Source: an optimization exercise on an open RTL-to-GDS flow (aim: small area and a short achievable clock period). Production flows keep margins and buffers that such runs may drop.
No run shown here included a check of the RTL's function; only the layout flow was run.

## flow/design.v (module list and top-level ports; edited modules follow where they fit)
// module full_adder: 10 lines
// module final_adder: 244 lines
// module fp32_unpacker: 22 lines
// module fp32_aligner: 18 lines
// module wallace_tree_8_inputs: 507 lines
// module fp32_normalizer_rounder: 339 lines
// module fp32_packer: 14 lines
// module fp32_adder_tree_8_inputs: 511 lines
module fp32_adder_tree_8_inputs (
    input wire clk,
    input wire rst_n,
    input wire [127:0] dvr_fp32addtree8to1_s0,
    input wire [127:0] dvr_fp32addtree8to1_s1,
    input wire [2:0] cru_fp32addtree8to1,
    output wire [127:0] dr_fp32addtree8to1_d
);
  // ...
==> flow/flow/run.sh <==
#!/bin/bash
# Layout flow: ORFS, with two changes to its synthesis script and a setup
# margin for timing repair.
#  - synthesis: Yosys's generic synth step runs without its quick ABC pass, so
#    the full adders written in the RTL reach extract_fa as written (no
#    inverters around them); the final ABC mapping uses flow/abc.script.
#  - layout: standard steps; repair_timing aims at SETUP_SLACK_MARGIN; the
#    port buffers are the platform's smallest buffer.
# Each tool's output goes to ORFS's own logs (orfs/logs/...); make's output to flow.log.
set -euo pipefail
HERE=$(pwd)
FL=$HERE/flow
source $FL/params.sh
sed -e 's#^source \$::env(SCRIPTS_DIR)/synth_preamble.tcl#&\nset abc_args [lreplace $abc_args 1 1 '"$FL"'/abc.script]#' \
    -e 's#synth -top \$::env(DESIGN_NAME) -run fine: {\*}\$synth_full_args#& -noabc#' \
    $FLOW_HOME/scripts/synth.tcl > $HERE/my_synth.tcl
grep -q -- '-noabc' $HERE/my_synth.tcl
grep -q 'abc.script\]' $HERE/my_synth.tcl
sed -e "s#source \$::env(SCRIPTS_DIR)/synth.tcl#source $HERE/my_synth.tcl#" synth_recipe.tcl > my_synth_recipe.tcl
grep -q my_synth.tcl my_synth_recipe.tcl
sed -e "s#SYNTH_SCRIPT=[^ ]*#SYNTH_SCRIPT=$HERE/my_synth_recipe.tcl#" standard.sh > my_standard.sh
grep -q my_synth_recipe.tcl my_standard.sh
export SETUP_SLACK_MARGIN=$MARGIN
# every port still gets a buffer, the smallest one
export BUFFER_PORTS_ARGS="${PORTBUF:--buffer_cell sky130_fd_sc_hd__buf_1}"
bash my_standard.sh finish > flow.log 2>&1
==> flow/flow/abc.script <==
strash
dch
map -B 0.9 -a
topo
mfs
strash
dch
map -B 0.9
topo
mfs
strash
dch
map -B 0.9
topo
stime -c
==> flow/flow/params.sh <==
MARGIN=43

==> flow/standard.sh <==
#!/bin/bash
# synth_recipe.tcl (not shown) runs the flow's synth.tcl, then flattens the netlist and writes it again
# the make line also repeats each setting of config.mk as NAME=value (left out here)
make -C /OpenROAD-flow-scripts/flow DESIGN_CONFIG=/design/flow/config.mk WORK_HOME=/design/flow/orfs CLKGATE_MAP_FILE= SYNTH_SCRIPT=/design/flow/synth_recipe.tcl "${@:-finish}"
==> flow/config.mk <==
export PLATFORM = sky130hd
export DESIGN_NAME = fp32_adder_tree_8_inputs
export DESIGN_NICKNAME = fp32_adder_tree_8_inputs
export VERILOG_FILES = /design/flow/design.v
export SDC_FILE = /design/flow/constraint.sdc
export NUM_CORES = 8
export LEC_CHECK = 0
export ABC_AREA = 1
export CAP_MARGIN = 20
export CORE_MARGIN = 2
export CORE_UTILIZATION = 40
export SLEW_MARGIN = 20
==> flow/constraint.sdc <==
create_clock -name core_clock -period 64.0 [get_ports {clk}]
set_input_delay 12.8000 -clock core_clock [delete_from_list [all_inputs] [get_ports {clk}]]
set_output_delay 12.8000 -clock core_clock [all_outputs]
set_load 0.01 [all_outputs]
==> metrics.md, run 1 <==
| Metric | Value |
|---|---|
| DRC | `0` |
| #MultiIn Comb | `4648` |
| Post-synthesis compound-gate area fraction | `18.1%` |
| Gpl congestion | `1.07` |
| Max-Cap Viols | `0` |
| Sequential cell count | `86` |
| Top cell type's share of synthesized area | `19.8%` |
| Crit path top cell by count | `nand2_1` |
| Initial antenna violation count | `5` |
| Syn_nets | `a little over 6000` |
| H-Tree Depth | `3` |
| Status | `complete, no violations` |
| Synth Area in Simple Gates | `37.5%` |
| Num tapcells | `around 1000` |
| Row count | `102` |
| Die ar. | `80900 um^2` |
| Crit path max fanout | `17` |
| Setup crit end kind | `flip-flop` |
| Post-DP HPWL | `118000 um` |
| Post-Syn Area | `approximately 31000 um^2` |
| YS warnings | `1` |
| Cell accounting for the most synthesized area | `nand2_1` |
| Synthesized instance count | `5418` |
| Post-layout util | `50.1%` |
| CP peak stage delay | `600 ps` |
| Xor/xnor share of the synthesized area | `8.74%` |
| Largest net degree at the start of global routing | `39` |
| Metal3 WL | `9930 um` |
| Headroom to the max-slew limit | `roughly 18%` |
| Count of flip-flops with a built-in enable after synthesis | `0` |
| # clock sinks | `between 80 and 90` |
| Worst Setup EP | `row_a_q[1]$_DFF_P_` |
| Most frequent cell after synthesis | `nand2_1` |
| Core area | `77600 um^2` |
| Multiplexer share of the synthesized area | `under 10%` |
| Final worst setup slack | `43080 ps` |
| Layout non-clock buf frac | `around 7.3%` |
| Top flop regs | `row_a_q x36, row_b_q x35, emax_q x8` |
==> module fp32_normalizer_rounder, before the edit <==
module fp32_normalizer_rounder (
    input  wire [34:0] mag,
    input  wire [7:0]  exp_in,      
    output wire [30:0] res,         
    output wire        overflow
);
    wire [31:0] lim = (exp_in <= 8'd32) ? (32'd1 << (6'd32 - exp_in[5:0])) : 32'd0;
    wire [63:0] lzv = {mag | {3'b000, lim}, 1'b1, 28'b0};
    wire lz_z0_0 = ~lzv[63];
    wire lz_z0_1 = ~lzv[62];
    wire lz_z0_2 = ~lzv[61];
    wire lz_z0_3 = ~lzv[60];
    wire lz_z0_4 = ~lzv[59];
    wire lz_z0_5 = ~lzv[58];
    wire lz_z0_6 = ~lzv[57];
    wire lz_z0_7 = ~lzv[56];
    wire lz_z0_8 = ~lzv[55];
    wire lz_z0_9 = ~lzv[54];
    wire lz_z0_10 = ~lzv[53];
    wire lz_z0_11 = ~lzv[52];
    wire lz_z0_12 = ~lzv[51];
    wire lz_z0_13 = ~lzv[50];
    wire lz_z0_14 = ~lzv[49];
    wire lz_z0_15 = ~lzv[48];
    wire lz_z0_16 = ~lzv[47];
    wire lz_z0_17 = ~lzv[46];
    wire lz_z0_18 = ~lzv[45];
    wire lz_z0_19 = ~lzv[44];
    wire lz_z0_20 = ~lzv[43];
    wire lz_z0_21 = ~lzv[42];
    wire lz_z0_22 = ~lzv[41];
    wire lz_z0_23 = ~lzv[40];
    wire lz_z0_24 = ~lzv[39];
    wire lz_z0_25 = ~lzv[38];
    wire lz_z0_26 = ~lzv[37];
    wire lz_z0_27 = ~lzv[36];
    wire lz_z0_28 = ~lzv[35];
    wire lz_z0_29 = ~lzv[34];
    wire lz_z0_30 = ~lzv[33];
    wire lz_z0_31 = ~lzv[32];
    wire lz_z0_32 = ~lzv[31];
    wire lz_z0_33 = ~lzv[30];
    wire lz_z0_34 = ~lzv[29];
    wire lz_z0_35 = ~lzv[28];
    wire lz_z0_36 = ~lzv[27];
    wire lz_z0_37 = ~lzv[26];
    wire lz_z0_38 = ~lzv[25];
    wire lz_z0_39 = ~lzv[24];
    wire lz_z0_40 = ~lzv[23];
    wire lz_z0_41 = ~lzv[22];
    wire lz_z0_42 = ~lzv[21];
    wire lz_z0_43 = ~lzv[20];
    wire lz_z0_44 = ~lzv[19];
    wire lz_z0_45 = ~lzv[18];
    wire lz_z0_46 = ~lzv[17];
    wire lz_z0_47 = ~lzv[16];
    wire lz_z0_48 = ~lzv[15];
    wire lz_z0_49 = ~lzv[14];
    wire lz_z0_50 = ~lzv[13];
    wire lz_z0_51 = ~lzv[12];
    wire lz_z0_52 = ~lzv[11];
    wire lz_z0_53 = ~lzv[10];
    wire lz_z0_54 = ~lzv[9];
    wire lz_z0_55 = ~lzv[8];
    wire lz_z0_56 = ~lzv[7];
    wire lz_z0_57 = ~lzv[6];
    wire lz_z0_58 = ~lzv[5];
    wire lz_z0_59 = ~lzv[4];
    wire lz_z0_60 = ~lzv[3];
    wire lz_z0_61 = ~lzv[2];
    wire lz_z0_62 = ~lzv[1];
    wire lz_z0_63 = ~lzv[0];
    wire lz_z1_0 = lz_z0_0 & lz_z0_1;
    wire [0:0] lz_c1_0 = lz_z0_0;
    wire lz_z1_1 = lz_z0_2 & lz_z0_3;
    wire [0:0] lz_c1_1 = lz_z0_2;
    wire lz_z1_2 = lz_z0_4 & lz_z0_5;
    wire [0:0] lz_c1_2 = lz_z0_4;
    wire lz_z1_3 = lz_z0_6 & lz_z0_7;
    wire [0:0] lz_c1_3 = lz_z0_6;
    wire lz_z1_4 = lz_z0_8 & lz_z0_9;
    wire [0:0] lz_c1_4 = lz_z0_8;
    wire lz_z1_5 = lz_z0_10 & lz_z0_11;
    wire [0:0] lz_c1_5 = lz_z0_10;
    wire lz_z1_6 = lz_z0_12 & lz_z0_13;
    wire [0:0] lz_c1_6 = lz_z0_12;
    wire lz_z1_7 = lz_z0_14 & lz_z0_15;
    wire [0:0] lz_c1_7 = lz_z0_14;
    wire lz_z1_8 = lz_z0_16 & lz_z0_17;
    wire [0:0] lz_c1_8 = lz_z0_16;
    wire lz_z1_9 = lz_z0_18 & lz_z0_19;
    wire [0:0] lz_c1_9 = lz_z0_18;
    wire lz_z1_10 = lz_z0_20 & lz_z0_21;
    wire [0:0] lz_c1_10 = lz_z0_20;
    wire lz_z1_11 = lz_z0_22 & lz_z0_23;
    wire [0:0] lz_c1_11 = lz_z0_22;
    wire lz_z1_12 = lz_z0_24 & lz_z0_25;
    wire [0:0] lz_c1_12 = lz_z0_24;
    wire lz_z1_13 = lz_z0_26 & lz_z0_27;
    wire [0:0] lz_c1_13 = lz_z0_26;
    wire lz_z1_14 = lz_z0_28 & lz_z0_29;
    wire [0:0] lz_c1_14 = lz_z0_28;
    wire lz_z1_15 = lz_z0_30 & lz_z0_31;
    wire [0:0] lz_c1_15 = lz_z0_30;
    wire lz_z1_16 = lz_z0_32 & lz_z0_33;
    wire [0:0] lz_c1_16 = lz_z0_32;
    wire lz_z1_17 = lz_z0_34 & lz_z0_35;
    wire [0:0] lz_c1_17 = lz_z0_34;
    wire lz_z1_18 = lz_z0_36 & lz_z0_37;
    wire [0:0] lz_c1_18 = lz_z0_36;
    wire lz_z1_19 = lz_z0_38 & lz_z0_39;
    wire [0:0] lz_c1_19 = lz_z0_38;
    wire lz_z1_20 = lz_z0_40 & lz_z0_41;
    wire [0:0] lz_c1_20 = lz_z0_40;
    wire lz_z1_21 = lz_z0_42 & lz_z0_43;
    wire [0:0] lz_c1_21 = lz_z0_42;
    wire lz_z1_22 = lz_z0_44 & lz_z0_45;
    wire [0:0] lz_c1_22 = lz_z0_44;
    wire lz_z1_23 = lz_z0_46 & lz_z0_47;
    wire [0:0] lz_c1_23 = lz_z0_46;
    wire lz_z1_24 = lz_z0_48 & lz_z0_49;
    wire [0:0] lz_c1_24 = lz_z0_48;
    wire lz_z1_25 = lz_z0_50 & lz_z0_51;
    wire [0:0] lz_c1_25 = lz_z0_50;
    wire lz_z1_26 = lz_z0_52 & lz_z0_53;
    wire [0:0] lz_c1_26 = lz_z0_52;
    wire lz_z1_27 = lz_z0_54 & lz_z0_55;
    wire [0:0] lz_c1_27 = lz_z0_54;
    wire lz_z1_28 = lz_z0_56 & lz_z0_57;
    wire [0:0] lz_c1_28 = lz_z0_56;
    wire lz_z1_29 = lz_z0_58 & lz_z0_59;
    wire [0:0] lz_c1_29 = lz_z0_58;
    wire lz_z1_30 = lz_z0_60 & lz_z0_61;
    wire [0:0] lz_c1_30 = lz_z0_60;
    wire lz_z1_31 = lz_z0_62 & lz_z0_63;
    wire [0:0] lz_c1_31 = lz_z0_62;
    wire lz_z2_0 = lz_z1_0 & lz_z1_1;
    wire [1:0] lz_c2_0 = lz_z1_0 ? {1'b1, lz_c1_1} : {1'b0, lz_c1_0};
    wire lz_z2_1 = lz_z1_2 & lz_z1_3;
    wire [1:0] lz_c2_1 = lz_z1_2 ? {1'b1, lz_c1_3} : {1'b0, lz_c1_2};
    wire lz_z2_2 = lz_z1_4 & lz_z1_5;
    wire [1:0] lz_c2_2 = lz_z1_4 ? {1'b1, lz_c1_5} : {1'b0, lz_c1_4};
    wire lz_z2_3 = lz_z1_6 & lz_z1_7;
    wire [1:0] lz_c2_3 = lz_z1_6 ? {1'b1, lz_c1_7} : {1'b0, lz_c1_6};
    wire lz_z2_4 = lz_z1_8 & lz_z1_9;
    wire [1:0] lz_c2_4 = lz_z1_8 ? {1'b1, lz_c1_9} : {1'b0, lz_c1_8};
    wire lz_z2_5 = lz_z1_10 & lz_z1_11;
    wire [1:0] lz_c2_5 = lz_z1_10 ? {1'b1, lz_c1_11} : {1'b0, lz_c1_10};
    wire lz_z2_6 = lz_z1_12 & lz_z1_13;
    wire [1:0] lz_c2_6 = lz_z1_12 ? {1'b1, lz_c1_13} : {1'b0, lz_c1_12};
    wire lz_z2_7 = lz_z1_14 & lz_z1_15;
    wire [1:0] lz_c2_7 = lz_z1_14 ? {1'b1, lz_c1_15} : {1'b0, lz_c1_14};
    wire lz_z2_8 = lz_z1_16 & lz_z1_17;
    wire [1:0] lz_c2_8 = lz_z1_16 ? {1'b1, lz_c1_17} : {1'b0, lz_c1_16};
    wire lz_z2_9 = lz_z1_18 & lz_z1_19;
    wire [1:0] lz_c2_9 = lz_z1_18 ? {1'b1, lz_c1_19} : {1'b0, lz_c1_18};
    wire lz_z2_10 = lz_z1_20 & lz_z1_21;
    wire [1:0] lz_c2_10 = lz_z1_20 ? {1'b1, lz_c1_21} : {1'b0, lz_c1_20};
    wire lz_z2_11 = lz_z1_22 & lz_z1_23;
    wire [1:0] lz_c2_11 = lz_z1_22 ? {1'b1, lz_c1_23} : {1'b0, lz_c1_22};
    wire lz_z2_12 = lz_z1_24 & lz_z1_25;
    wire [1:0] lz_c2_12 = lz_z1_24 ? {1'b1, lz_c1_25} : {1'b0, lz_c1_24};
    wire lz_z2_13 = lz_z1_26 & lz_z1_27;
    wire [1:0] lz_c2_13 = lz_z1_26 ? {1'b1, lz_c1_27} : {1'b0, lz_c1_26};
    wire lz_z2_14 = lz_z1_28 & lz_z1_29;
    wire [1:0] lz_c2_14 = lz_z1_28 ? {1'b1, lz_c1_29} : {1'b0, lz_c1_28};
    wire lz_z2_15 = lz_z1_30 & lz_z1_31;
    wire [1:0] lz_c2_15 = lz_z1_30 ? {1'b1, lz_c1_31} : {1'b0, lz_c1_30};
    wire lz_z3_0 = lz_z2_0 & lz_z2_1;
    wire [2:0] lz_c3_0 = lz_z2_0 ? {1'b1, lz_c2_1} : {1'b0, lz_c2_0};
    wire lz_z3_1 = lz_z2_2 & lz_z2_3;
    wire [2:0] lz_c3_1 = lz_z2_2 ? {1'b1, lz_c2_3} : {1'b0, lz_c2_2};
    wire lz_z3_2 = lz_z2_4 & lz_z2_5;
    wire [2:0] lz_c3_2 = lz_z2_4 ? {1'b1, lz_c2_5} : {1'b0, lz_c2_4};
    wire lz_z3_3 = lz_z2_6 & lz_z2_7;
    wire [2:0] lz_c3_3 = lz_z2_6 ? {1'b1, lz_c2_7} : {1'b0, lz_c2_6};
    wire lz_z3_4 = lz_z2_8 & lz_z2_9;
    wire [2:0] lz_c3_4 = lz_z2_8 ? {1'b1, lz_c2_9} : {1'b0, lz_c2_8};
    wire lz_z3_5 = lz_z2_10 & lz_z2_11;
    wire [2:0] lz_c3_5 = lz_z2_10 ? {1'b1, lz_c2_11} : {1'b0, lz_c2_10};
    wire lz_z3_6 = lz_z2_12 & lz_z2_13;
    wire [2:0] lz_c3_6 = lz_z2_12 ? {1'b1, lz_c2_13} : {1'b0, lz_c2_12};
    wire lz_z3_7 = lz_z2_14 & lz_z2_15;
    wire [2:0] lz_c3_7 = lz_z2_14 ? {1'b1, lz_c2_15} : {1'b0, lz_c2_14};
    wire lz_z4_0 = lz_z3_0 & lz_z3_1;
    wire [3:0] lz_c4_0 = lz_z3_0 ? {1'b1, lz_c3_1} : {1'b0, lz_c3_0};
    wire lz_z4_1 = lz_z3_2 & lz_z3_3;
    wire [3:0] lz_c4_1 = lz_z3_2 ? {1'b1, lz_c3_3} : {1'b0, lz_c3_2};
    wire lz_z4_2 = lz_z3_4 & lz_z3_5;
    wire [3:0] lz_c4_2 = lz_z3_4 ? {1'b1, lz_c3_5} : {1'b0, lz_c3_4};
    wire lz_z4_3 = lz_z3_6 & lz_z3_7;
    wire [3:0] lz_c4_3 = lz_z3_6 ? {1'b1, lz_c3_7} : {1'b0, lz_c3_6};
    wire lz_z5_0 = lz_z4_0 & lz_z4_1;
    wire [4:0] lz_c5_0 = lz_z4_0 ? {1'b1, lz_c4_1} : {1'b0, lz_c4_0};
    wire lz_z5_1 = lz_z4_2 & lz_z4_3;
    wire [4:0] lz_c5_1 = lz_z4_2 ? {1'b1, lz_c4_3} : {1'b0, lz_c4_2};
    wire lz_z6_0 = lz_z5_0 & lz_z5_1;
    wire [5:0] lz_c6_0 = lz_z5_0 ? {1'b1, lz_c5_1} : {1'b0, lz_c5_0};
    wire [5:0] sh = lz_c6_0;
    wire [34:0] n1 = sh[5] ? {mag[2:0], 32'b0} : mag;
    wire [34:0] n2 = sh[4] ? {n1[18:0], 16'b0} : n1;
    wire [34:0] n3 = sh[3] ? {n2[26:0], 8'b0} : n2;
    wire [34:0] n4 = sh[2] ? {n3[30:0], 4'b0} : n3;
    wire [34:0] n5 = sh[1] ? {n4[32:0], 2'b0} : n4;
    wire [34:0] nn = sh[0] ? {n5[33:0], 1'b0} : n5;
    wire normal = nn[34];
    wire g = nn[10];
    wire r = nn[9];
    wire st = |(mag[8:0] & (9'h1ff >> sh));
    wire rnd = g & (r | st | nn[11]);
    wire [8:0] e3 = {1'b0, exp_in} + 9'd3;
    wire [8:0] e4 = {1'b0, exp_in} + 9'd4;
    wire [8:0] nsh = ~{3'b0, sh};
    wire [8:0] x3, x4;
    wire [6:0] l3 = {1'b0, e3[5:0]} + {1'b0, ~sh} + 7'd1;
    wire [6:0] l4 = {1'b0, e4[5:0]} + {1'b0, ~sh} + 7'd1;
    wire [2:0] h3m = e3[8:6] - 3'd1;
    wire [2:0] h4m = e4[8:6] - 3'd1;
    assign x3 = {l3[6] ? e3[8:6] : h3m, l3[5:0]};
    assign x4 = {l4[6] ? e4[8:6] : h4m, l4[5:0]};
    wire [8:0] t3 = {1'b0, exp_in} - 9'd252;
    wire [8:0] t4 = {1'b0, exp_in} - 9'd251;
    wire ov3 = ~t3[8] & ({3'b0, sh} <= t3);
    wire ov4 = ~t4[8] & ({3'b0, sh} <= t4);
    wire [22:0] mr;
    wire [22:0] mant = nn[33:11];
    wire rn_1 = mant[1] & mant[0];
    wire rn_2 = mant[2] & mant[1];
    wire rn_3 = mant[3] & mant[2];
    wire rn_4 = mant[4] & mant[3];
    wire rn_5 = mant[5] & mant[4];
    wire rn_6 = mant[6] & mant[5];
    wire rn_7 = mant[7] & mant[6];
    wire rn_8 = mant[8] & mant[7];
    wire rn_9 = mant[9] & mant[8];
    wire rn_10 = mant[10] & mant[9];
    wire rn_11 = mant[11] & mant[10];
    wire rn_12 = mant[12] & mant[11];
    wire rn_13 = mant[13] & mant[12];
    wire rn_14 = mant[14] & mant[13];
    wire rn_15 = mant[15] & mant[14];
    wire rn_16 = mant[16] & mant[15];
    wire rn_17 = mant[17] & mant[16];
    wire rn_18 = mant[18] & mant[17];
    wire rn_19 = mant[19] & mant[18];
    wire rn_20 = mant[20] & mant[19];
    wire rn_21 = mant[21] & mant[20];
    wire rn_22 = mant[22] & mant[21];
    wire rn_23 = rn_2 & mant[0];
    wire rn_24 = rn_3 & rn_1;
    wire rn_25 = rn_4 & rn_2;
    wire rn_26 = rn_5 & rn_3;
    wire rn_27 = rn_6 & rn_4;
    wire rn_28 = rn_7 & rn_5;
    wire rn_29 = rn_8 & rn_6;
    wire rn_30 = rn_9 & rn_7;
    wire rn_31 = rn_10 & rn_8;
    wire rn_32 = rn_11 & rn_9;
    wire rn_33 = rn_12 & rn_10;
    wire rn_34 = rn_13 & rn_11;
    wire rn_35 = rn_14 & rn_12;
    wire rn_36 = rn_15 & rn_13;
    wire rn_37 = rn_16 & rn_14;
    wire rn_38 = rn_17 & rn_15;
    wire rn_39 = rn_18 & rn_16;
    wire rn_40 = rn_19 & rn_17;
    wire rn_41 = rn_20 & rn_18;
    wire rn_42 = rn_21 & rn_19;
    wire rn_43 = rn_22 & rn_20;
    wire rn_44 = rn_25 & mant[0];
    wire rn_45 = rn_26 & rn_1;
    wire rn_46 = rn_27 & rn_23;
    wire rn_47 = rn_28 & rn_24;
    wire rn_48 = rn_29 & rn_25;
    wire rn_49 = rn_30 & rn_26;
    wire rn_50 = rn_31 & rn_27;
    wire rn_51 = rn_32 & rn_28;
    wire rn_52 = rn_33 & rn_29;
    wire rn_53 = rn_34 & rn_30;
    wire rn_54 = rn_35 & rn_31;
    wire rn_55 = rn_36 & rn_32;
    wire rn_56 = rn_37 & rn_33;
    wire rn_57 = rn_38 & rn_34;
    wire rn_58 = rn_39 & rn_35;
    wire rn_59 = rn_40 & rn_36;
    wire rn_60 = rn_41 & rn_37;
    wire rn_61 = rn_42 & rn_38;
    wire rn_62 = rn_43 & rn_39;
    wire rn_63 = rn_48 & mant[0];
    wire rn_64 = rn_49 & rn_1;
    wire rn_65 = rn_50 & rn_23;
    wire rn_66 = rn_51 & rn_24;
    wire rn_67 = rn_52 & rn_44;
    wire rn_68 = rn_53 & rn_45;
    wire rn_69 = rn_54 & rn_46;
    wire rn_70 = rn_55 & rn_47;
    wire rn_71 = rn_56 & rn_48;
    wire rn_72 = rn_57 & rn_49;
    wire rn_73 = rn_58 & rn_50;
    wire rn_74 = rn_59 & rn_51;
    wire rn_75 = rn_60 & rn_52;
    wire rn_76 = rn_61 & rn_53;
    wire rn_77 = rn_62 & rn_54;
    wire rn_78 = rn_71 & mant[0];
    wire rn_79 = rn_72 & rn_1;
    wire rn_80 = rn_73 & rn_23;
    wire rn_81 = rn_74 & rn_24;
    wire rn_82 = rn_75 & rn_44;
    wire rn_83 = rn_76 & rn_45;
    wire rn_84 = rn_77 & rn_46;
    assign mr[0] = mant[0] ^ rnd;
    assign mr[1] = mant[1] ^ (rnd & mant[0]);
    assign mr[2] = mant[2] ^ (rnd & rn_1);
    assign mr[3] = mant[3] ^ (rnd & rn_23);
    assign mr[4] = mant[4] ^ (rnd & rn_24);
    assign mr[5] = mant[5] ^ (rnd & rn_44);
    assign mr[6] = mant[6] ^ (rnd & rn_45);
    assign mr[7] = mant[7] ^ (rnd & rn_46);
    assign mr[8] = mant[8] ^ (rnd & rn_47);
    assign mr[9] = mant[9] ^ (rnd & rn_63);
    assign mr[10] = mant[10] ^ (rnd & rn_64);
    assign mr[11] = mant[11] ^ (rnd & rn_65);
    assign mr[12] = mant[12] ^ (rnd & rn_66);
    assign mr[13] = mant[13] ^ (rnd & rn_67);
    assign mr[14] = mant[14] ^ (rnd & rn_68);
    assign mr[15] = mant[15] ^ (rnd & rn_69);
    assign mr[16] = mant[16] ^ (rnd & rn_70);
    assign mr[17] = mant[17] ^ (rnd & rn_78);
    assign mr[18] = mant[18] ^ (rnd & rn_79);
    assign mr[19] = mant[19] ^ (rnd & rn_80);
    assign mr[20] = mant[20] ^ (rnd & rn_81);
    assign mr[21] = mant[21] ^ (rnd & rn_82);
    assign mr[22] = mant[22] ^ (rnd & rn_83);
    wire rn_85 = rnd & rn_84;
    wire cm = rn_85;
    wire [7:0] er = normal ? (cm ? x4[7:0] : x3[7:0]) : {7'b0, cm};
    assign overflow = normal & (cm ? ov4 : ov3);
    assign res = {er, mr};
endmodule
==> run 2: changes to the inputs <==
--- a/flow/design.v
+++ b/flow/design.v
@@ -1015,12 +1015,144 @@
     wire [8:0] x3, x4;
-    wire [6:0] l3 = {1'b0, e3[5:0]} + {1'b0, ~sh} + 7'd1;
-    wire [6:0] l4 = {1'b0, e4[5:0]} + {1'b0, ~sh} + 7'd1;
-    wire [2:0] h3m = e3[8:6] - 3'd1;
-    wire [2:0] h4m = e4[8:6] - 3'd1;
-    assign x3 = {l3[6] ? e3[8:6] : h3m, l3[5:0]};
-    assign x4 = {l4[6] ? e4[8:6] : h4m, l4[5:0]};
-    wire [8:0] t3 = {1'b0, exp_in} - 9'd252;
-    wire [8:0] t4 = {1'b0, exp_in} - 9'd251;
-    wire ov3 = ~t3[8] & ({3'b0, sh} <= t3);
-    wire ov4 = ~t4[8] & ({3'b0, sh} <= t4);
+    wire xe_1 = e3[0] & nsh[0];
+    wire xe_2 = e3[1] & nsh[1];
+    wire xe_3 = e3[2] & nsh[2];
+    wire xe_4 = e3[3] & nsh[3];
+    wire xe_5 = e3[4] & nsh[4];
+    wire xe_6 = e3[5] & nsh[5];
+    wire xe_7 = e3[6] & nsh[6];
+    wire xe_8 = e3[7] & nsh[7];
+    wire xe_9 = e3[8] & nsh[8];
+    wire xe_10 = e3[0] ^ nsh[0];
+    wire xe_11 = e3[1] ^ nsh[1];
+    wire xe_12 = e3[2] ^ nsh[2];
+    wire xe_13 = e3[3] ^ nsh[3];
+    wire xe_14 = e3[4] ^ nsh[4];
+    wire xe_15 = e3[5] ^ nsh[5];
+    wire xe_16 = e3[6] ^ nsh[6];
+    wire xe_17 = e3[7] ^ nsh[7];
+    wire xe_18 = e3[8] ^ nsh[8];
+    wire xe_19 = xe_1 | (xe_10 & 1'b1);
+    wire xe_20 = xe_2 | (xe_11 & xe_19);
+    wire xe_21 = xe_11 & xe_10;
+    wire xe_22 = xe_3 | (xe_12 & xe_2);
+    wire xe_23 = xe_12 & xe_11;
+    wire xe_24 = xe_4 | (xe_13 & xe_3);
+    wire xe_25 = xe_13 & xe_12;
+    wire xe_26 = xe_5 | (xe_14 & xe_4);
+    wire xe_27 = xe_14 & xe_13;
+    wire xe_28 = xe_6 | (xe_15 & xe_5);
+    wire xe_29 = xe_15 & xe_14;
+    wire xe_30 = xe_7 | (xe_16 & xe_6);
+    wire xe_31 = xe_16 & xe_15;
+    wire xe_32 = xe_8 | (xe_17 & xe_7);
+    wire xe_33 = xe_17 & xe_16;
+    wire xe_34 = xe_9 | (xe_18 & xe_8);
+    wire xe_35 = xe_18 & xe_17;
+    wire xe_36 = xe_22 | (xe_23 & xe_19);
+    wire xe_37 = xe_23 & xe_10;
+    wire xe_38 = xe_24 | (xe_25 & xe_20);
+    wire xe_39 = xe_25 & xe_21;
+    wire xe_40 = xe_26 | (xe_27 & xe_22);
+    wire xe_41 = xe_27 & xe_23;
+    wire xe_42 = xe_28 | (xe_29 & xe_24);
+    wire xe_43 = xe_29 & xe_25;
+    wire xe_44 = xe_30 | (xe_31 & xe_26);
+    wire xe_45 = xe_31 & xe_27;
+    wire xe_46 = xe_32 | (xe_33 & xe_28);
+    wire xe_47 = xe_33 & xe_29;
+    wire xe_48 = xe_34 | (xe_35 & xe_30);
+    wire xe_49 = xe_35 & xe_31;
+    wire xe_50 = xe_40 | (xe_41 & xe_19);
+    wire xe_51 = xe_41 & xe_10;
+    wire xe_52 = xe_42 | (xe_43 & xe_20);
+    wire xe_53 = xe_43 & xe_21;
+    wire xe_54 = xe_44 | (xe_45 & xe_36);
+    wire xe_55 = xe_45 & xe_37;
+    wire xe_56 = xe_46 | (xe_47 & xe_38);
+    wire xe_57 = xe_47 & xe_39;
+    wire xe_58 = xe_48 | (xe_49 & xe_40);
+    wire xe_59 = xe_49 & xe_41;
+    wire xe_60 = xe_58 | (xe_59 & xe_19);
+    wire xe_61 = xe_59 & xe_10;
+    assign x3[0] = xe_10 ^ 1'b1;
+    assign x3[1] = xe_11 ^ xe_19;
+    assign x3[2] = xe_12 ^ xe_20;
+    assign x3[3] = xe_13 ^ xe_36;
+    assign x3[4] = xe_14 ^ xe_38;
+    assign x3[5] = xe_15 ^ xe_50;
+    assign x3[6] = xe_16 ^ xe_52;
+    assign x3[7] = xe_17 ^ xe_54;
+    assign x3[8] = xe_18 ^ xe_56;
+    wire xe_62 = e4[0] & nsh[0];
+    wire xe_63 = e4[1] & nsh[1];
+    wire xe_64 = e4[2] & nsh[2];
+    wire xe_65 = e4[3] & nsh[3];
+    wire xe_66 = e4[4] & nsh[4];
+    wire xe_67 = e4[5] & nsh[5];
+    wire xe_68 = e4[6] & nsh[6];
+    wire xe_69 = e4[7] & nsh[7];
+    wire xe_70 = e4[8] & nsh[8];
+    wire xe_71 = e4[0] ^ nsh[0];
+    wire xe_72 = e4[1] ^ nsh[1];
+    wire xe_73 = e4[2] ^ nsh[2];
+    wire xe_74 = e4[3] ^ nsh[3];
+    wire xe_75 = e4[4] ^ nsh[4];
+    wire xe_76 = e4[5] ^ nsh[5];
+    wire xe_77 = e4[6] ^ nsh[6];
+    wire xe_78 = e4[7] ^ nsh[7];
+    wire xe_79 = e4[8] ^ nsh[8];
+    wire xe_80 = xe_62 | (xe_71 & 1'b1);
+    wire xe_81 = xe_63 | (xe_72 & xe_80);
+    wire xe_82 = xe_72 & xe_71;
+    wire xe_83 = xe_64 | (xe_73 & xe_63);
+    wire xe_84 = xe_73 & xe_72;
+    wire xe_85 = xe_65 | (xe_74 & xe_64);
+    wire xe_86 = xe_74 & xe_73;
+    wire xe_87 = xe_66 | (xe_75 & xe_65);
+    wire xe_88 = xe_75 & xe_74;
+    wire xe_89 = xe_67 | (xe_76 & xe_66);
+    wire xe_90 = xe_76 & xe_75;
+    wire xe_91 = xe_68 | (xe_77 & xe_67);
+    wire xe_92 = xe_77 & xe_76;
+    wire xe_93 = xe_69 | (xe_78 & xe_68);
+    wire xe_94 = xe_78 & xe_77;
+    wire xe_95 = xe_70 | (xe_79 & xe_69);
+    wire xe_96 = xe_79 & xe_78;
+    wire xe_97 = xe_83 | (xe_84 & xe_80);
+    wire xe_98 = xe_84 & xe_71;
+    wire xe_99 = xe_85 | (xe_86 & xe_81);
+    wire xe_100 = xe_86 & xe_82;
+    wire xe_101 = xe_87 | (xe_88 & xe_83);
+    wire xe_102 = xe_88 & xe_84;
+    wire xe_103 = xe_89 | (xe_90 & xe_85);
+    wire xe_104 = xe_90 & xe_86;
+    wire xe_105 = xe_91 | (xe_92 & xe_87);
+    wire xe_106 = xe_92 & xe_88;
+    wire xe_107 = xe_93 | (xe_94 & xe_89);
+    wire xe_108 = xe_94 & xe_90;
+    wire xe_109 = xe_95 | (xe_96 & xe_91);
+    wire xe_110 = xe_96 & xe_92;
+    wire xe_111 = xe_101 | (xe_102 & xe_80);
+    wire xe_112 = xe_102 & xe_71;
+    wire xe_113 = xe_103 | (xe_104 & xe_81);
+    wire xe_114 = xe_104 & xe_82;
+    wire xe_115 = xe_105 | (xe_106 & xe_97);
+    wire xe_116 = xe_106 & xe_98;
+    wire xe_117 = xe_107 | (xe_108 & xe_99);
+    wire xe_118 = xe_108 & xe_100;
+    wire xe_119 = xe_109 | (xe_110 & xe_101);
+    wire xe_120 = xe_110 & xe_102;
+    wire xe_121 = xe_119 | (xe_120 & xe_80);
+    wire xe_122 = xe_120 & xe_71;
+    assign x4[0] = xe_71 ^ 1'b1;
+    assign x4[1] = xe_72 ^ xe_80;
+    assign x4[2] = xe_73 ^ xe_81;
+    assign x4[3] = xe_74 ^ xe_97;
+    assign x4[4] = xe_75 ^ xe_99;
+    assign x4[5] = xe_76 ^ xe_111;
+    assign x4[6] = xe_77 ^ xe_113;
+    assign x4[7] = xe_78 ^ xe_115;
+    assign x4[8] = xe_79 ^ xe_117;
+    wire ov3 = x3 >= 9'd255;
+    wire ov4 = x4 >= 9'd255;
     wire [22:0] mr;
==> flow/flow/params.sh (replaced) <==
MARGIN=42

==> run 2 against run 1 <==
Net effect: via count fell by 5.4%; largest cell class unchanged; cell count fell by 3.9%; critical endpoint is now row_a_q[5]$_DFF_P_; die area fell by 1.9%; non-clock buffer count fell by 75; cell area fell by 8.8%; sequential share of layout area rose by 0.43 points; routed wire length fell by 4.2%; highest routed layer is now met5; first-iteration DRC count fell by 8.6%; maximum frequency fell by 2.9%.
==> metrics.md, run 2 <==
| Metric | Value |
|---|---|
| Row count | `101 (-0.98%)` |
| Grt total ovfl | `0` |
| Count of flip-flops with a built-in enable after synthesis | `0 (unchanged)` |
| CTS tree | `built` |
| Headroom to the max-slew limit | `35.8% (+18 points)` |
| Ys flop type | `dfxtp_1` |
| DRC | `0 (unchanged)` |
| Layout area overhead | `15.1%` |
| Vias | `~37000` |
| Crit path time final | `21550 ps` |
| Syn_nets | `5876 (-3.1%)` |
| Total Routing Usage GR | `about 33%` |
| Ports | `about 400` |
| FF+latch count, synth | `86` |
| Setup crit end kind | `flip-flop` |
| RSZ-0062 raised after global routing | `true` |
| Most common cell after layout, fill and taps aside | `nand2_1` |
| Clock Pin Slew Worst Setup and Hold Paths | `approximately 80 ps` |
| Share of cells above drive strength 1 | `between 6 and 7%` |
| CP Data Arrival Time | `between 20000 and 25000 ps` |
| Status | `complete, no violations` |
| Number of port buffers | `388` |
| Peak Freq | `46.4 MHz` |
| Largest Register | `row_a_q` |
| CP max stage cell | `fa_1` |
| Critical path buffers and inverters | `7` |
| Most frequent cell after synthesis | `nand2_1` |
| Measured slew at the worst slew-check pin | `963 ps` |
| Largest net degree at the start of global routing | `38 (-2.6%)` |
| Via density | `5.47` |
| Top cell type's share of synthesized area | `19.0% (-0.79 points)` |
| Vias in the first global route | `roughly 34000` |
| DRT antenna net count | `0` |
| Wirelength per Cell | `20.4 um` |
| Initial antenna violation count | `9 (+4)` |
| CP Class | `in -> reg` |
| CP required | `approximately 64000 ps` |
| Dpl cells | `6715` |
| # setup viols final | `0` |
| Post-Syn Area | `30800 um^2 (-2.0%)` |
| CP peak stage delay | `570 ps (-30 ps)` |
| Post-synth cell types | `44` |
| Area contributors post-synth | `nand2_1 19%, fa_1 14%, o21ai_0 13%` |
| 1st-pass router iterations | `7` |
| Starting DRC count in detailed routing | `3251` |
| Cell accounting for the most synthesized area | `nand2_1` |
| Root buf cell | `clkbuf_16` |
| Critical Path Source Type | `input pin` |
| Final Non-Filler Cells | `6778` |
| Die ar. | `79300 um^2 (-1.9%)` |
| Total CTS buffers | `9` |
| DRT Wirelength | `around 140000 um` |
| Synthesized instance count | `5250 (-3.1%)` |
| Synth async-reset ratio | `1.16%` |
| Most frequent cells in the layout | `1549 x nand2_1, 749 x o21ai_0, 650 x clkinv_1` |
| YS warnings | `1 (unchanged)` |
| Final #Nets | `about 6400` |
| Slew Viols, Final | `0` |
| First-pass GRT wire length | `203000 um` |
| Post-DP HPWL | `118000 um (-0.25%)` |
| Max reg flops | `36` |
| Synth top cells by count | `1562 x nand2_1, 794 x o21ai_0, 699 x clkinv_1` |
| Final Hold Vio Count | `0` |
| Crit path max-delay family | `adder cells` |
| Starting Density | `40.5%` |
| Die H | `282 um` |
| Max-Cap Viols | `0 (unchanged)` |
| Core area | `76100 um^2 (-2.0%)` |
| DIE WIDTH | `282 um` |
| Final period utilization | `33.7%` |
| Syn Area/Cell | `5.87 um^2` |
| Top flop regs | `row_a_q x36, row_b_q x35, emax_q x8` |
| # clock sinks | `86 (unchanged)` |
| Seq/Total Area, Yosys | `under 10%` |
| Hold slack | `12210 ps` |
| Setup_tns | `0 ps` |
| H-Tree Depth | `3 (unchanged)` |
| Crit path top cell by count | `nand2_1` |
| Crit path max fanout | `32 (+15)` |
| Gpl congestion | `1.05 (-1.5%)` |
| Clock Path Buffers | `2` |
| Worst Hold Class | `in -> async` |
[run 2: cell count changes in the layout (fill, tap and decap cells not counted), moves of 57 or more]
cell	previous run	this run
xor2_2	62	5
o21ai_2	82	11
xor2_1	228	285
nand2_1	1628	1549
o21ai_0	473	749
o21ai_1	255	30
[run 2: final cells by class]
type / instances / area, um^2
Antenna cell: 1 / 2.50
Clock buffer: 9 / 225
Clock inverter: 7 / 73.8
Fill cell: 8512 / 40600
Inverter: 699 / 2770
Multi-Input combinational cell: 4473 / 27300
Sequential cell: 86 / 1730
Tap cell: 1030 / 1290
Timing Repair Buffer: 470 / 2130
Timing Repair inverter: 3 / 15.0
[run 2: path summary, 6_finish.rpt]
path	start	to	depth (start not counted)
max in group asynchronous	rst_n	valid_q$_DFF_PN0_	1
min in group core_clock	cru_fp32addtree8to1[0]	seg_q[0]$_DFF_P_	1
worst max-delay path	dvr_fp32addtree8to1_s1[87]	row_a_q[5]$_DFF_P_	44
worst min-delay path	rst_n	valid_q$_DFF_PN0_	1
[run 2: cells by family after synthesis]
group	after synthesis	share of synthesized area, %
multiplexers	73	2.37
AND/OR/NAND/NOR	2670	36.3
buffers and inverters	699	8.51
XOR/XNOR	314	8.92
adder cells (fa/ha/maj)	365	20.1
flip-flops	86	5.60
AO/OA/AOI/OAI	1043	18.3
[run 2: per-stage QoR]
step / setup slack, ps / cell area, um^2 / utilization, %
global route: 41950 / 35500 / 46.7
global placement: 39750 / 34000 / 44.6
finish: 42450 / 35500 / 46.7
CTS: 41990 / 34700 / 45.6
detailed placement: 39790 / 34000 / 44.6
floorplan: 42020 / 30900 / -
[run 2: routing by layer]
metal	part of all wire [%]	GRT usage (%)	up-vias
met5	0.027	0	-
met4	4.8	14.1	8
met3	5.8	3.21	259
met2	45	54.5	1309
met1	44	45.3	17200
li1	-	-	18300
[run 2: timing repair]
item	CTS	global route
pin swaps	4	18
gates resized for setup	131	152
setup endpoints to repair	192	192
gates cloned	1	11
setup buffers	2	32
hold buffers	0	0
==> run 3: changes to the inputs <==
==> flow/flow/params.sh (replaced) <==
MARGIN=42.5

==> run 3 against run 2 <==
Net effect: setup slack better by 430 ps; via count is 1.4% higher; die area stayed put.
==> metrics.md, run 3 <==
| Metric | Value |
|---|---|
| Final #Nets | `6401 (+0.52%)` |
| Dpl cells | `6714 (-0.015%)` |
| Ports | `389 (unchanged)` |
| Most frequent cells in the layout | `1543 x nand2_1, 686 x o21ai_0, 637 x clkinv_1` |
| Setup_tns | `0 ps (unchanged)` |
| Die H | `282 um (unchanged)` |
| Vias | `37600 (+1.4%)` |
| Clock Path Buffers | `2 (unchanged)` |
| FF+latch count, synth | `86 (unchanged)` |
| Grt total ovfl | `0 (unchanged)` |
| Row count | `101 (unchanged)` |
| Total CTS buffers | `9 (unchanged)` |
| CP max stage cell | `fa_2` |
| DIE WIDTH | `282 um (unchanged)` |
| Clock Pin Slew Worst Setup and Hold Paths | `70 ps (about the same)` |
| Share of cells above drive strength 1 | `8.75% (+2.0 points)` |
| Number of port buffers | `388 (unchanged)` |
| Post-DP HPWL | `118000 um (+0.46%)` |
| Post-synthesis compound-gate area fraction | `18.3% (unchanged)` |
| Headroom to the max-slew limit | `31.0% (-4.8 points)` |
| Crit path time final | `21120 ps (-428 ps)` |
| Critical path buffers and inverters | `7 (unchanged)` |
| Top flop regs | `row_a_q x36, row_b_q x35, emax_q x8` |
| Most common cell after layout, fill and taps aside | `nand2_1` |
| Synth Area in Simple Gates | `36.3% (unchanged)` |
| Filler cells | `8474 (-0.45%)` |
| Count of flip-flops with a built-in enable after synthesis | `0 (unchanged)` |
| Seq/Total Area, Yosys | `5.60% (unchanged)` |
| CP Data Arrival Time | `21380 ps (-490 ps)` |
| Most frequent cell after synthesis | `nand2_1` |
| Synth async-reset ratio | `1.16% (unchanged)` |
| Setup crit end kind | `flip-flop` |
| Largest Register | `row_a_q` |
| RSZ-0062 raised after global routing | `true` |
| First-pass GRT wire length | `207000 um (+1.8%)` |
| Reg area | `1730 um^2 (unchanged)` |
| Via density | `5.52 (+0.92%)` |
| Cell accounting for the most synthesized area | `nand2_1` |
| CTS tree | `built` |
| Crit path max fanout | `34 (+6.3%)` |
| DRT antenna net count | `0 (unchanged)` |
| Status | `complete, no violations` |
| CP peak stage delay | `690 ps (+120 ps)` |
| # clock sinks | `86 (unchanged)` |
| DRC | `0 (unchanged)` |
| Xor/xnor share of the synthesized area | `8.92% (unchanged)` |
| Max-Cap Viols | `0 (unchanged)` |
| Wirelength per Cell | `20.7 um (+1.5%)` |
| Slew Viols, Final | `0 (unchanged)` |
| Critical Path Source Type | `input pin` |
| Vias in the first global route | `34200 (+1.3%)` |
| Max reg flops | `36 (unchanged)` |
| Syn_nets | `5876 (unchanged)` |
| H-Tree Depth | `3 (unchanged)` |
| Die ar. | `79300 um^2 (unchanged)` |
| 1st-pass router iterations | `6 (-1)` |
| CP required | `64260 ps (-60 ps)` |
| CP Class | `in -> reg` |
| Post-Syn Area | `30800 um^2 (unchanged)` |
| Final Non-Filler Cells | `6811 (+0.49%)` |
| Root buf cell | `clkbuf_16` |
| Measured slew at the worst slew-check pin | `1030 ps (+66.1 ps)` |
| Starting DRC count in detailed routing | `3664 (+13%)` |
| Core area | `76100 um^2 (unchanged)` |
| Crit path max-delay family | `adder cells` |
| Total Routing Usage GR | `34.0% (+0.55 points)` |
| Layout area overhead | `17.8%` |
| Final period utilization | `33.0% (-0.67 points)` |
| Starting Density | `40.5% (unchanged)` |
| Initial antenna violation count | `4 (-5)` |
| Post-synth cell types | `44 (unchanged)` |
| Synth Area in Adders | `20.1% (unchanged)` |
| Synthesized instance count | `5250 (unchanged)` |
| Synth top cells by count | `1562 x nand2_1, 794 x o21ai_0, 699 x clkinv_1` |
| Ys flop type | `dfxtp_1` |
| Final Hold Vio Count | `0 (unchanged)` |
| DRT Wirelength | `141000 um (+2.0%)` |
| Footprint of the multi-input gates | `27700 um^2 (+1.7%)` |
| Syn Area/Cell | `5.87 um^2 (unchanged)` |
| Largest net degree at the start of global routing | `38 (unchanged)` |
| Largest family of logic cells by synthesized area | `simple AND/OR/NAND/NOR gates` |
| YS warnings | `1 (unchanged)` |
| Worst Hold Class | `in -> async` |
| # setup viols final | `0 (unchanged)` |
| Area contributors post-synth | `nand2_1 19%, fa_1 14%, o21ai_0 13%` |
| Top cell type's share of synthesized area | `19.0% (unchanged)` |
| Gpl congestion | `1.06 (+0.76%)` |
| Peak Freq | `47.3 MHz (+2.0%)` |
| # hold bufs at CTS | `0 (unchanged)` |
| Multiplexer share of the synthesized area | `2.37% (unchanged)` |
[run 3: cell counts after synthesis]
No cell type changed its count.
[run 3: layout make-up]
class | count | area share, %
Tap cell | 1030 | 3.55
Clock inverter | 7 | 0.207
Timing Repair Buffer | 496 | 6.67
Sequential cell | 86 | 4.76
Inverter | 699 | 7.73
Antenna cell | 1 | 0.00689
Multi-Input combinational cell | 4479 | 76.4
Clock buffer | 9 | 0.620
Timing Repair inverter | 4 | 0.0827
[run 3: path summary, 6_finish.rpt]
check | from | end | slack (ps) | cells after the start
worst max-delay path | dvr_fp32addtree8to1_s1[24] | row_a_q[1]$_DFF_P_ | 42880 | 48
worst min-delay path | rst_n | valid_q$_DFF_PN0_ | 12210 | 1
max in group asynchronous | rst_n | valid_q$_DFF_PN0_ | 51650 | 1
min in group core_clock | cru_fp32addtree8to1[2] | valid_q$_DFF_PN0_ | 12530 | 1
[run 3: layer usage]
layer | up-vias | share of wire [%] | GRT usage, %
met5 | - | 0.018 | 0
met2 | 1434 | 46 | 56.9
met3 | 287 | 6.0 | 2.61
met4 | 4 | 4.7 | 13.4
met1 | 17400 | 43 | 45.5
li1 | 18400 | - | -
[run 3: metrics by stage]
| stage | hold slack (ps) | worst slack [ps] | utilization, % | instance area, um^2 |
|---|---|---|---|---|
| final | 12210 | 42880 | 47.7 | 36300 |
| after global routing | 12200 | 42430 | 47.7 | 36300 |
| after CTS | 12200 | 42500 | 46.2 | 35100 |
| after detailed placement | 12590 | 39980 | 44.7 | 34000 |
| after global placement | 12590 | 40180 | 44.7 | 34000 |
| after floorplan | 12500 | 42440 | - | 30900 |
[run 3: what timing repair did]
action | 4_1_cts | 5_1_grt
endpoints found under the setup margin | 192 | 192
setup buffers | 19 | 41
resized for setup | 193 | 255
pin swaps | 18 | 33
cloned | 5 | 15
[run 3: kinds of logic (layout without fill, tap and decap cells)]
| kind of cell | after synthesis | after routing |
|---|---|---|
| AOI/OAI and AO/OA | 1043 | 1046 |
| DFF | 86 | 86 |
| adders and majority gates | 365 | 365 |
| muxes | 73 | 73 |
| other | 0 | 1 |
| buffers and inverters | 699 | 1215 |
| and+or+nand+nor | 2670 | 2681 |
| xor gates and xnor gates | 314 | 314 |
==> run 4: changes to the inputs <==
==> flow/flow/params.sh (replaced) <==
MARGIN=41.5

==> run 4 against run 3 <==
Net effect: still clean on timing, DRC and antenna; synthesized cell count stayed put; area after synthesis unchanged; global-route usage down 2.6 points; non-clock buffer count decreased by 31; sequential cell count unchanged; worst hold slack worse by 42 ps; via count decreased by 1.8%; critical path type unchanged; highest routed layer unchanged.
==> metrics.md, run 4 <==
| Metric | Value |
|---|---|
| Critical Path Source Type | `input pin` |
| Die H | `282 um (unchanged)` |
| Area contributors post-synth | `nand2_1 19%, fa_1 14%, o21ai_0 13%` |
| Number of port buffers | `388 (unchanged)` |
| Syn_nets | `5876 (unchanged)` |
| Starting DRC count in detailed routing | `3678 (+0.38%)` |
| CP Data Arrival Time | `22190 ps (+810 ps)` |
| Row count | `101 (unchanged)` |
| Post-DP HPWL | `110000 um (-6.9%)` |
| Setup crit end kind | `flip-flop` |
| Synth async-reset ratio | `1.16% (unchanged)` |
| FF+latch count, synth | `86 (unchanged)` |
| Footprint of the multi-input gates | `26900 um^2 (-3.0%)` |
| Reg area | `1730 um^2 (unchanged)` |
| Most frequent cells in the layout | `1550 x nand2_1, 768 x o21ai_0, 656 x clkinv_1` |
| Wirelength per Cell | `19.1 um (-7.7%)` |
| Placed Instance Area | `33900 um^2 (-0.22%)` |
| Max reg flops | `36 (unchanged)` |
| Core area | `76100 um^2 (unchanged)` |
| Peak Freq | `45.7 MHz (-3.5%)` |
| Final Non-Filler Cells | `6768 (-0.63%)` |
| Clock Pin Slew Worst Setup and Hold Paths | `90 ps (+20 ps)` |
| Filler cells | `8593 (+1.4%)` |
| Crit path max fanout | `33 (-2.9%)` |
| Total CTS buffers | `9 (unchanged)` |
| Headroom to the max-slew limit | `36.1% (+5.1 points)` |
| Syn Area/Cell | `5.87 um^2 (unchanged)` |
| DRT Wirelength | `129000 um (-8.3%)` |
| Share of cells above drive strength 1 | `5.61% (-3.1 points)` |
| Gpl congestion | `1.06 (+0.66%)` |
| Largest net degree at the start of global routing | `38 (unchanged)` |
| Measured slew at the worst slew-check pin | `959 ps (-69.6 ps)` |
| Seq/Total Area, Yosys | `5.60% (unchanged)` |
| Clock Path Buffers | `2 (unchanged)` |
| Crit path time final | `21880 ps (+761 ps)` |
| Layout area overhead | `13.7%` |
| 1st-pass router iterations | `6 (unchanged)` |
| Total Routing Usage GR | `31.5% (-2.6 points)` |
| Most common cell after layout, fill and taps aside | `nand2_1` |
| Synthesized instance count | `5250 (unchanged)` |
| H-Tree Depth | `3 (unchanged)` |
| DRC | `0 (unchanged)` |
| Final #Nets | `6359 (-0.66%)` |
| Ports | `389 (unchanged)` |
| Status | `complete, no violations` |
| Largest Register | `row_a_q` |
| Initial antenna violation count | `2 (-2)` |
| Setup_tns | `0 ps (unchanged)` |
| # setup viols final | `0 (unchanged)` |
| Cell accounting for the most synthesized area | `nand2_1` |
| Post-synth cell types | `44 (unchanged)` |
| Starting Density | `40.5% (unchanged)` |
| Cell area after layout | `35000 um^2 (-3.5%)` |
| Critical path buffers and inverters | `5 (-2)` |
| Grt total ovfl | `0 (unchanged)` |
| Worst Hold Class | `in -> async` |
| Max-Cap Viols | `0 (unchanged)` |
| Vias | `36900 (-1.8%)` |
| Slew Viols, Final | `0 (unchanged)` |
| CP required | `64310 ps (+50 ps)` |
| Final period utilization | `34.2% (+1.2 points)` |
| Cell depth of the worst setup path | `43 (-10%)` |
| N_diodes | `0 (-1)` |
| Dpl cells | `6714 (unchanged)` |
| Top cell type's share of synthesized area | `19.0% (unchanged)` |
| Post-Syn Area | `30800 um^2 (unchanged)` |
| RSZ-0062 raised after global routing | `false` |
| First-pass GRT wire length | `194000 um (-6.0%)` |
| Critical path launch point | `dvr_fp32addtree8to1_s1[119]` |
| CP Class | `in -> reg` |
| Crit path max-delay family | `simple AND/OR/NAND/NOR gates` |
| Crit path top cell by count | `o21ai_0` |
| Via density | `5.45 (-1.2%)` |
| Root buf cell | `clkbuf_16` |
| # clock sinks | `86 (unchanged)` |
| Worst Setup EP | `row_a_q[1]$_DFF_P_` |
| Vias in the first global route | `33600 (-1.6%)` |
| Ys flop type | `dfxtp_1` |
| Top flop regs | `row_a_q x36, row_b_q x35, emax_q x8` |
| CTS tree | `built` |
| YS warnings | `1 (unchanged)` |
| DRT antenna net count | `0 (unchanged)` |
| Final Hold Vio Count | `0 (unchanged)` |
| Die ar. | `79300 um^2 (unchanged)` |
| CP max stage cell | `or4_2` |
| Count of flip-flops with a built-in enable after synthesis | `0 (unchanged)` |
| CP peak stage delay | `670 ps (-20 ps)` |
| Most frequent cell after synthesis | `nand2_1` |
| Hold slack | `12170 ps (-41.6 ps)` |
| DIE WIDTH | `282 um (unchanged)` |
| Synth top cells by count | `1562 x nand2_1, 794 x o21ai_0, 699 x clkinv_1` |
run 4: changes by cell type in the layout (fill, tap and decap cells not counted), moves of 10 or more:
cell and delta:
o21ai_0 +82, o21ai_1 -61, nor2_1 +28, clkinv_1 +19
nor2_4 -19, buf_4 -18, o21ai_2 -18, xor2_1 +17
xor2_2 -17, clkinvlp_4 +15, inv_2 -15, nor2_2 -11
buf_1 +10
run 4: worst min-delay path by stage:
stage,endpoint,slack [ps],depth (start not counted)
5_1_grt,valid_q$_DFF_PN0_,12160,1
6_report,valid_q$_DFF_PN0_,12170,1
3_5_place_dp,valid_q$_DFF_PN0_,12560,1
3_3_place_gp,valid_q$_DFF_PN0_,12570,1
2_1_floorplan,valid_q$_DFF_PN0_,12500,0
4_1_cts,valid_q$_DFF_PN0_,12170,1
run 4: area by class of cell:
cell class / instances / area share, %
Multi-Input combinational cell: 4467 / 76.7
Inverter: 699 / 7.85
Timing Repair Buffer: 465 / 5.86
Sequential cell: 86 / 4.93
Tap cell: 1030 / 3.68
Clock buffer: 9 / 0.643
Clock inverter: 7 / 0.221
Timing Repair inverter: 5 / 0.0785
run 4: per-layer routing:
| layer | GRT usage (%) | vias up | share of wire, % |
|---|---|---|---|
| met3 | 2.91 | 261 | 7.0 |
| met1 | 43.2 | 16900 | 44 |
| li1 | - | 18300 | - |
| met5 | 0 | - | 0.010 |
| met4 | 12.8 | 2 | 4.6 |
| met2 | 50.7 | 1483 | 45 |
run 4: cell families (layout without fill, tap and decap cells):
kind of cell             after synthesis  count (layout)  synth area share [%]
AND/OR/NAND/NOR                     2670            2672                  36.3
AO/OA/AOI/OAI                       1043            1043                  18.3
buffers and inverters                699            1185                  8.51
adder cells (fa/ha/maj)              365             365                  20.1
XOR/XNOR                             314             314                  8.92
flip-flops                            86              86                  5.60
multiplexers                          73              73                  2.37
run 4: per-stage QoR:
stage	setup WS (ps)	util, %
after global placement	40030	44.6
after CTS	41530	45.3
after global routing	41480	46.1
after floorplan	41650	-
after detailed placement	39870	44.6
final	42120	46.1
run 4: timing repair:
item,in CTS,in global routing
pin swaps,0,6
endpoints found under the setup margin,191,192
gates cloned,0,7
hold buffers,0,0
gates resized for setup,67,117
setup buffers,0,31

-- what the ideal ports hide --
The flow's constraints put no driver on any port. The routed layouts listed below were extracted and timed again, unchanged, in two steps. Step 1 (the two cells are an assumption about what drives the block):
set clk [get_ports {clk}]
set_driving_cell -lib_cell sky130_fd_sc_hd__clkbuf_16 $clk
set_driving_cell -lib_cell sky130_fd_sc_hd__buf_2 [delete_from_list [all_inputs] $clk]
Step 2, shift: input delay + t, output delay - t, t = (earliest + latest rising clock arrival at the registers) / 2. This alone moves slack from input paths to output paths. Three values: ideal ports, drivers, drivers and shift; two values: the first two.
run | t (ns) | setup WS [ns] | worst setup path after step 2
run 1 | 0.417 | 43.076 / 43.101 / 42.683 | input to register
run 2 | 0.416 | 42.448 / 42.473 / 42.056 | input to register
run 3 | 0.429 | 42.876 / 42.902 / 42.472 | input to register
run 4 | 0.409 | 42.115 / 42.128 / 41.718 | input to register
After both steps every run listed still meets setup and hold. For run 3, which loses most, drivers alone change the setup slack by +0.026 ns; drivers and shift together by -0.404 ns.
